This design comes from an exercise in tuning for small area, a short achievable clock period and few clock cycles on the open sky130 flow, not from production work.
At most, simulation tests tie the RTL to the original design; equivalence was not proved.

// triangle
module triangle (clk, reset, nt, xi, yi, busy, po, xo, yo);
For scale: roughly 680 cells after synthesis, roughly 43 flip-flops, ~4200 µm² of cells after synthesis.
clock: 6.0 ns
lec_check: 0
abc_area: 1
cap_margin: 20
core_margin: 2
core_utilization: 70
setup_slack_margin: 3.7
slew_margin: 20
standard.sh (not shown) runs the stock make flow with config.mk's settings and CLKGATE_MAP_FILE= SYNTH_SCRIPT=/design/flow/synth_recipe.tcl, a recipe that flattens the netlist after the stock synthesis.
==> flow/flow/run.sh <==
#!/bin/bash
# The standard layout (standard.sh), with one synthesis change: no adder cell
# mapping (ADDER_MAP_FILE empty), so yosys leaves adders and comparators as
# plain gates for abc to optimise. Registers are mapped exactly as standard.
set -euo pipefail
bash standard.sh ADDER_MAP_FILE= finish > standard_flow.log 2>&1
Testbench counts at the start, summed over its fixed seeds: cycles 5,273.
Rerun with:
==> flow/flow/run.sh (replaced) <==
#!/bin/bash
# The standard layout (standard.sh) with two synthesis changes, neither of
# which touches a register:
#  1. no adder cell mapping (ADDER_MAP_FILE empty);
#  2. after the standard synthesis, the combinational cells are mapped again by
#     abc with an area script (flow/resynth.tcl), twice; every flip-flop instance is
#     kept as it is, with its name and cell type.
set -euo pipefail
B=$PWD/orfs/results/sky130hd/triangle/base
bash standard.sh ADDER_MAP_FILE= $B/1_2_yosys.v > standard_synth.log 2>&1
cp $B/1_2_yosys.v yosys_standard.v
DONT_USE="$(grep -o -- '-dont_use [^ ]*' orfs/logs/sky130hd/triangle/base/1_2_yosys.log | sort -u | tr '\n' ' ')" \
  IN=$PWD/yosys_standard.v OUT=$PWD/yosys_resynth.v \
  yosys -c flow/resynth.tcl > resynth.log 2>&1
DONT_USE="$(grep -o -- '-dont_use [^ ]*' orfs/logs/sky130hd/triangle/base/1_2_yosys.log | sort -u | tr '\n' ' ')" \
  IN=$PWD/yosys_resynth.v OUT=$PWD/yosys_resynth2.v \
  yosys -c flow/resynth.tcl > resynth2.log 2>&1
cp yosys_resynth2.v $B/1_2_yosys.v
touch $B/1_2_yosys.v
bash standard.sh ADDER_MAP_FILE= finish > standard_flow.log 2>&1
==> flow/flow/resynth.tcl (new file) <==
# Map the combinational logic of the synthesized netlist again with abc.
# Flip-flops are black boxes here, so they keep their instance names and cells.
set lib $::env(FLOW_HOME)/platforms/sky130hd/lib/sky130_fd_sc_hd__tt_025C_1v80.lib
yosys read_liberty -ignore_miss_func $lib
yosys read_verilog $::env(IN)
yosys hierarchy -top triangle
foreach c [list dfrtp_1 dfxtp_1 edfxtp_1 dfstp_2 dfrtp_2 dfxtp_2 dfxtp_4 dfrtp_4 dfstp_1 dfstp_4 dfsbp_1 dfrbp_1 dfxbp_1 edfxbp_1] {
  yosys setattr -mod -set blackbox 1 sky130_fd_sc_hd__$c
}
yosys flatten
yosys opt_clean -purge
yosys delete t:\$scopeinfo
yosys abc -liberty $lib {*}$::env(DONT_USE) -script "+strash;&get -n;&deepsyn -T 30;&put;dch -f;map -B 0.9;topo;stime -c;buffer -c;upsize -c;dnsize -c" -D 2300
yosys opt_clean -purge
yosys stat -liberty $lib
yosys hierarchy -top triangle
yosys write_verilog -noattr -nohex -nodec $::env(OUT)
- CORE_UTILIZATION: 70 -> 65
Outcome:
- via count goes down by a quarter to a third
- clock-buffer cell count stays the same

========
v33:
triangle again, from the RTL that the note above started with.
==> flow/config.mk <==
export PLATFORM = sky130hd
export DESIGN_NAME = triangle
export DESIGN_NICKNAME = triangle
export VERILOG_FILES = /design/flow/design.v
export SDC_FILE = /design/flow/constraint.sdc
export NUM_CORES = 4
export LEC_CHECK = 0
export ABC_AREA = 1
export CAP_MARGIN = 20
export CORE_MARGIN = 2
export CORE_UTILIZATION = 65
export SETUP_SLACK_MARGIN = 3.7
export SLEW_MARGIN = 20
==> flow/constraint.sdc <==
create_clock -name core_clock -period 6.0 [get_ports {clk}]
set_input_delay 1.2000 -clock core_clock [delete_from_list [all_inputs] [get_ports {clk}]]
set_output_delay 1.2000 -clock core_clock [all_outputs]
set_load 0.01 [all_outputs]
==> flow/flow/run.sh <==
#!/bin/bash
# The standard layout (standard.sh) with two synthesis changes, neither of
# which touches a register:
#  1. no adder cell mapping (ADDER_MAP_FILE empty);
#  2. after the standard synthesis, the combinational cells are mapped again by
#     abc with an area script (flow/resynth.tcl); every flip-flop instance is
#     kept as it is, with its name and cell type.
set -euo pipefail
B=$PWD/orfs/results/sky130hd/triangle/base
bash standard.sh ADDER_MAP_FILE= $B/1_2_yosys.v > standard_synth.log 2>&1
cp $B/1_2_yosys.v yosys_standard.v
DONT_USE="$(grep -o -- '-dont_use [^ ]*' orfs/logs/sky130hd/triangle/base/1_2_yosys.log | sort -u | tr '\n' ' ')" \
  IN=$PWD/yosys_standard.v OUT=$PWD/yosys_resynth.v \
  yosys -c flow/resynth.tcl > resynth.log 2>&1
cp yosys_resynth.v $B/1_2_yosys.v
touch $B/1_2_yosys.v
bash standard.sh ADDER_MAP_FILE= finish > standard_flow.log 2>&1
==> flow/flow/resynth.tcl <==
# Map the combinational logic of the synthesized netlist again with abc.
# Flip-flops are black boxes here, so they keep their instance names and cells.
set lib $::env(FLOW_HOME)/platforms/sky130hd/lib/sky130_fd_sc_hd__tt_025C_1v80.lib
yosys read_liberty -ignore_miss_func $lib
yosys read_verilog $::env(IN)
yosys hierarchy -top triangle
foreach c [list dfrtp_1 dfxtp_1 edfxtp_1 dfstp_2 dfrtp_2 dfxtp_2 dfxtp_4 dfrtp_4 dfstp_1 dfstp_4 dfsbp_1 dfrbp_1 dfxbp_1 edfxbp_1] {
  yosys setattr -mod -set blackbox 1 sky130_fd_sc_hd__$c
}
yosys flatten
yosys opt_clean -purge
yosys delete t:\$scopeinfo
yosys abc -liberty $lib {*}$::env(DONT_USE) -script "+strash;dch -f;map -a;topo;stime -c;buffer -c;upsize -c;dnsize -c" -D 2300
yosys opt_clean -purge
yosys stat -liberty $lib
yosys hierarchy -top triangle
yosys write_verilog -noattr -nohex -nodec $::env(OUT)
In summary, v33 completed successfully, with a layout that passed the timing, design-rule and antenna checks.
Testbench counts of v33, summed over its fixed seeds: cycles 5,273.
## Diff of input files: v12 against v33
- SETUP_SLACK_MARGIN changed from 3.7 to 3.0
- CORE_UTILIZATION changed from 65 to 40
==> flow/run.sh (new file) <==
#!/bin/bash
# synth_recipe.tcl (not shown) runs the flow's synth.tcl, then flattens the netlist and writes it again
# the make line also repeats each setting of config.mk as NAME=value (left out here)
make -C /OpenROAD-flow-scripts/flow DESIGN_CONFIG=/design/flow/config.mk WORK_HOME=/design/flow/orfs CLKGATE_MAP_FILE= SYNTH_SCRIPT=/design/flow/synth_recipe.tcl finish
removed: flow/flow/run.sh
removed: flow/flow/resynth.tcl
removed: flow/standard.sh
--- outcome ---
v12 went all the way through the flow, and no timing, DRC or antenna check failed.
v33: flow completed, timing, DRC and antenna clean
Delta (v12 minus v33): cell area increased about 9%, sequential share of layout area decreased 2.6 points, via count decreased 77, arrival time at the worst endpoint increased 0.53 ns, number of nets in the final layout increased 110.
v12: global-route wire length before repair about 14% above v33
Diff v33 and v12: layout overhead on the synthesized area lower in v12
Taking v33 as 1.0, v12 lands at 1.2 on number of multi-input logic gates.
[compare] base=v33 new=v12: setup slack of the worst register-to-register path went down 0.44 ns.
xe[0] as the capture point of the worst path was reported by v12, and xo[2] by v33.
### v12 -> v7
- changing SETUP_SLACK_MARGIN from 3.0 to 3.4
- changing CORE_UTILIZATION from 40 to 80
==> flow/flow/run.sh (new file) <==
#!/bin/bash
# The standard layout (standard.sh), with one synthesis change: no adder cell
# mapping (ADDER_MAP_FILE empty), so yosys leaves adders and comparators as
# plain gates for abc to optimise. Registers are mapped exactly as standard.
set -euo pipefail
bash standard.sh ADDER_MAP_FILE= finish > standard_flow.log 2>&1
==> flow/standard.sh (new file) <==
#!/bin/bash
# synth_recipe.tcl (not shown) runs the flow's synth.tcl, then flattens the netlist and writes it again
# the make line also repeats each setting of config.mk as NAME=value (left out here)
make -C /OpenROAD-flow-scripts/flow DESIGN_CONFIG=/design/flow/config.mk WORK_HOME=/design/flow/orfs CLKGATE_MAP_FILE= SYNTH_SCRIPT=/design/flow/synth_recipe.tcl "${@:-finish}"
removed: flow/run.sh
v7 did not finish; a tool error ended it in 3_3_place_gp.
| effective utilization at floorplan | v7 vs v12 | 42 points higher |
Complex-gate fraction of the synthesized area was higher in the run labelled v7.
Summary: with v12 as the reference, number of distinct library cell variants in the gate-level netlist after synthesis in v7 moved down by a few percent.
The inputs of v2 differ from those of v7 as listed below.
- CORE_UTILIZATION: 80 -> 65
- SETUP_SLACK_MARGIN: 3.4 -> 3.8
==> flow/flow/run.sh <==
#!/bin/bash
# The standard layout (standard.sh) with two synthesis changes, neither of
# which touches a register:
#  1. no adder cell mapping (ADDER_MAP_FILE empty);
#  2. after the standard synthesis, the combinational cells are mapped again by
#     abc with an area script (flow/resynth.tcl), twice; every flip-flop instance is
#     kept as it is, with its name and cell type.
set -euo pipefail
B=$PWD/orfs/results/sky130hd/triangle/base
bash standard.sh ADDER_MAP_FILE= $B/1_2_yosys.v > standard_synth.log 2>&1
cp $B/1_2_yosys.v yosys_standard.v
DONT_USE="$(grep -o -- '-dont_use [^ ]*' orfs/logs/sky130hd/triangle/base/1_2_yosys.log | sort -u | tr '\n' ' ')" \
  IN=$PWD/yosys_standard.v OUT=$PWD/yosys_resynth.v \
  yosys -c flow/resynth.tcl > resynth.log 2>&1
DONT_USE="$(grep -o -- '-dont_use [^ ]*' orfs/logs/sky130hd/triangle/base/1_2_yosys.log | sort -u | tr '\n' ' ')" \
  IN=$PWD/yosys_resynth.v OUT=$PWD/yosys_resynth2.v \
  yosys -c flow/resynth.tcl > resynth2.log 2>&1
cp yosys_resynth2.v $B/1_2_yosys.v
touch $B/1_2_yosys.v
bash standard.sh ADDER_MAP_FILE= finish > standard_flow.log 2>&1
==> flow/flow/resynth.tcl (new file) <==
# Map the combinational logic of the synthesized netlist again with abc.
# Flip-flops are black boxes here, so they keep their instance names and cells.
set lib $::env(FLOW_HOME)/platforms/sky130hd/lib/sky130_fd_sc_hd__tt_025C_1v80.lib
yosys read_liberty -ignore_miss_func $lib
yosys read_verilog $::env(IN)
yosys hierarchy -top triangle
foreach c [list dfrtp_1 dfxtp_1 edfxtp_1 dfstp_2 dfrtp_2 dfxtp_2 dfxtp_4 dfrtp_4 dfstp_1 dfstp_4 dfsbp_1 dfrbp_1 dfxbp_1 edfxbp_1] {
  yosys setattr -mod -set blackbox 1 sky130_fd_sc_hd__$c
}
yosys flatten
yosys opt_clean -purge
yosys delete t:\$scopeinfo
yosys abc -liberty $lib {*}$::env(DONT_USE) -script "+strash;&get -n;&deepsyn -T 30;&put;dch -f;map -B 0.9;topo;stime -c;buffer -c;upsize -c;dnsize -c" -D 2300
yosys opt_clean -purge
yosys stat -liberty $lib
yosys hierarchy -top triangle
yosys write_verilog -noattr -nohex -nodec $::env(OUT)
### Flow results
Taking v7 as the reference, in v2 boundary pin count roughly the same, placement row count roughly the same, synthesized net count lower, post-synthesis average cell area higher.
Delta (v2 minus v7): initial core utilization lower; vertical die dimension went up 0.72%.
Taking v7 as the reference point, the synthesized area of v2 falls by 18%.
v2 vs. v7: overall die width picked up an extra 0.55 um, synthesized cell count lost 179.
v2 was carried through to the last stage, and its layout satisfied the timing, design-rule and antenna checks.
For v38, these inputs were changed with respect to v2:
- a change of SETUP_SLACK_MARGIN from 3.8 to 3.7
- an added TNS_END_PERCENT of 100
==> flow/flow/run.sh <==
#!/bin/bash
# The standard layout (standard.sh), with one synthesis change: no adder cell
# mapping (ADDER_MAP_FILE empty), so yosys leaves adders and comparators as
# plain gates for abc to optimise. Registers are mapped exactly as standard.
set -euo pipefail
bash standard.sh ADDER_MAP_FILE= finish > standard_flow.log 2>&1
removed: flow/flow/resynth.tcl
[summary]
v38 vs v2: critical path depth down in v38
v38 vs v2: slack of the critical path down in v38
Min global routing met2 resource utilization across v2 and v38: v2
The standard cells in v38 occupy more silicon area than those in v2 do.
The global-route usage number comes out lower for v2 vs v38.
v2 → v38: CTS clock-pin slew for the worst setup and hold paths did not really move; worst-case setup slack after placement went down; critical path data required time did not really move.
[inputs] v29 vs v38
- TNS_END_PERCENT no longer set, was 100
- SETUP_SLACK_MARGIN now 3.4, was 3.7
- CORE_UTILIZATION now 40, was 65
==> flow/run.sh (new file) <==
#!/bin/bash
# synth_recipe.tcl (not shown) runs the flow's synth.tcl, then flattens the netlist and writes it again
# the make line also repeats each setting of config.mk as NAME=value (left out here)
make -C /OpenROAD-flow-scripts/flow DESIGN_CONFIG=/design/flow/config.mk WORK_HOME=/design/flow/orfs CLKGATE_MAP_FILE= SYNTH_SCRIPT=/design/flow/synth_recipe.tcl finish
removed: flow/flow/run.sh
removed: flow/standard.sh
[summary]
[v29] total number of vias fell 3.7% relative to v38
On met2 layer usage reported by global route: v29 sits below v38.
Of v29 and v38, the run reporting the higher floorplan die height was v29.
[v29] count of buffers not belonging to the clock network in the layout rose 9 relative to v38
The die boundary width in v29 sits 27 um above the value recorded for v38.
Looking at growth of design area from synthesis to finish, v29 sits above v38.
Area of all placed cells without fillers (v38 / v29): 0.880
Sequential portion of the cell area: higher on v38
Compared to v38, v29 has final cycle utilization of the critical path 4.4 points higher.

========
triangle, a different RTL version from the one above (not shown whole).
Size: about 17 I/O pins, about 0.0042 mm2 of cells after synthesis.
Settings: LEC_CHECK=0, ABC_AREA=1, CAP_MARGIN=20, CORE_MARGIN=2, CORE_UTILIZATION=65, SETUP_SLACK_MARGIN=3.7, SLEW_MARGIN=20; clock period 6.0 ns.
==> flow/flow/run.sh <==
#!/bin/bash
# The standard layout (standard.sh), with one synthesis change: no adder cell
# mapping (ADDER_MAP_FILE empty), so yosys leaves adders and comparators as
# plain gates for abc to optimise. Registers are mapped exactly as standard.
set -euo pipefail
bash standard.sh ADDER_MAP_FILE= finish > standard_flow.log 2>&1
The starting point ran to the end with no violations.
==> next run, changes <==
--- a/flow/config.mk
+++ b/flow/config.mk
@@ -12 +12 @@
-export SETUP_SLACK_MARGIN = 3.7
+export SETUP_SLACK_MARGIN = 3.4
Outcome: The new run completed without violations. Sequential share of layout area rises by 0.98 points. Design area is lower by 3.8%. Hold slack loses 0.038 ns. Worst setup slack is worse by 0.29 ns. Global-route usage came out lower by 0.82 points.
No run of this note included a check of the RTL's function; only the layout flow was run.

-- afterwards: timing with drivers on the ports --
No port has a modelled driver above. Below, the same layouts with a new extraction and two added sets of constraints. Step 1 (the two cells are an assumption about what drives the block):
set clk [get_ports {clk}]
set_driving_cell -lib_cell sky130_fd_sc_hd__clkbuf_16 $clk
set_driving_cell -lib_cell sky130_fd_sc_hd__buf_2 [delete_from_list [all_inputs] $clk]
Step 2 times the ports against the registers' clock, not the clock port: input delays grow and output delays shrink by t, the midpoint of the rising clock arrivals with the driver on. Slacks: no drivers / after step 1 / after step 2; pairs: no drivers / after step 1.
| run | shift t [ns] | slack for setup (ns) | latest minus earliest clock arrival (ns) | worst slew at a driven data input, ns | cell pins on the clock port's net |
|---|---|---|---|---|---|
| the first run of note 1 | 0.347 | 3.704 / 3.671 / 3.357 | 0.020 / 0.020 | 0.04 | 1 |
| the second run of note 1 | 0.335 | 3.742 / 3.714 / 3.447 | 0.011 / 0.012 | 0.04 | 1 |
| v33 | 0.337 | 3.649 / 3.640 / 3.303 | 0.010 / 0.010 | 0.05 | 1 |
| v12 | 0.318 | 3.162 / 3.175 / 2.857 | 0.007 / 0.007 | 0.03 | 1 |
| v2 | 0.326 | 3.765 / 3.767 / 3.441 | 0.011 / 0.011 | 0.05 | 1 |
| v38 | 0.334 | 3.687 / 3.683 / 3.349 | 0.006 / 0.006 | 0.04 | 1 |
| v29 | 0.318 | 3.421 / 3.385 / 3.177 | 0.008 / 0.008 | 0.03 | 1 |
| the first run of note 3 | 0.343 | 3.735 / 3.702 / 3.404 | 0.012 / 0.012 | 0.04 | 1 |
| the second run of note 3 | 0.334 | 3.442 / 3.411 / 3.124 | 0.010 / 0.010 | 0.03 | 1 |
After both steps every run listed still meets setup and hold. For the first run of note 1, which loses most, drivers alone change the setup slack by -0.033 ns; drivers and shift together by -0.347 ns.
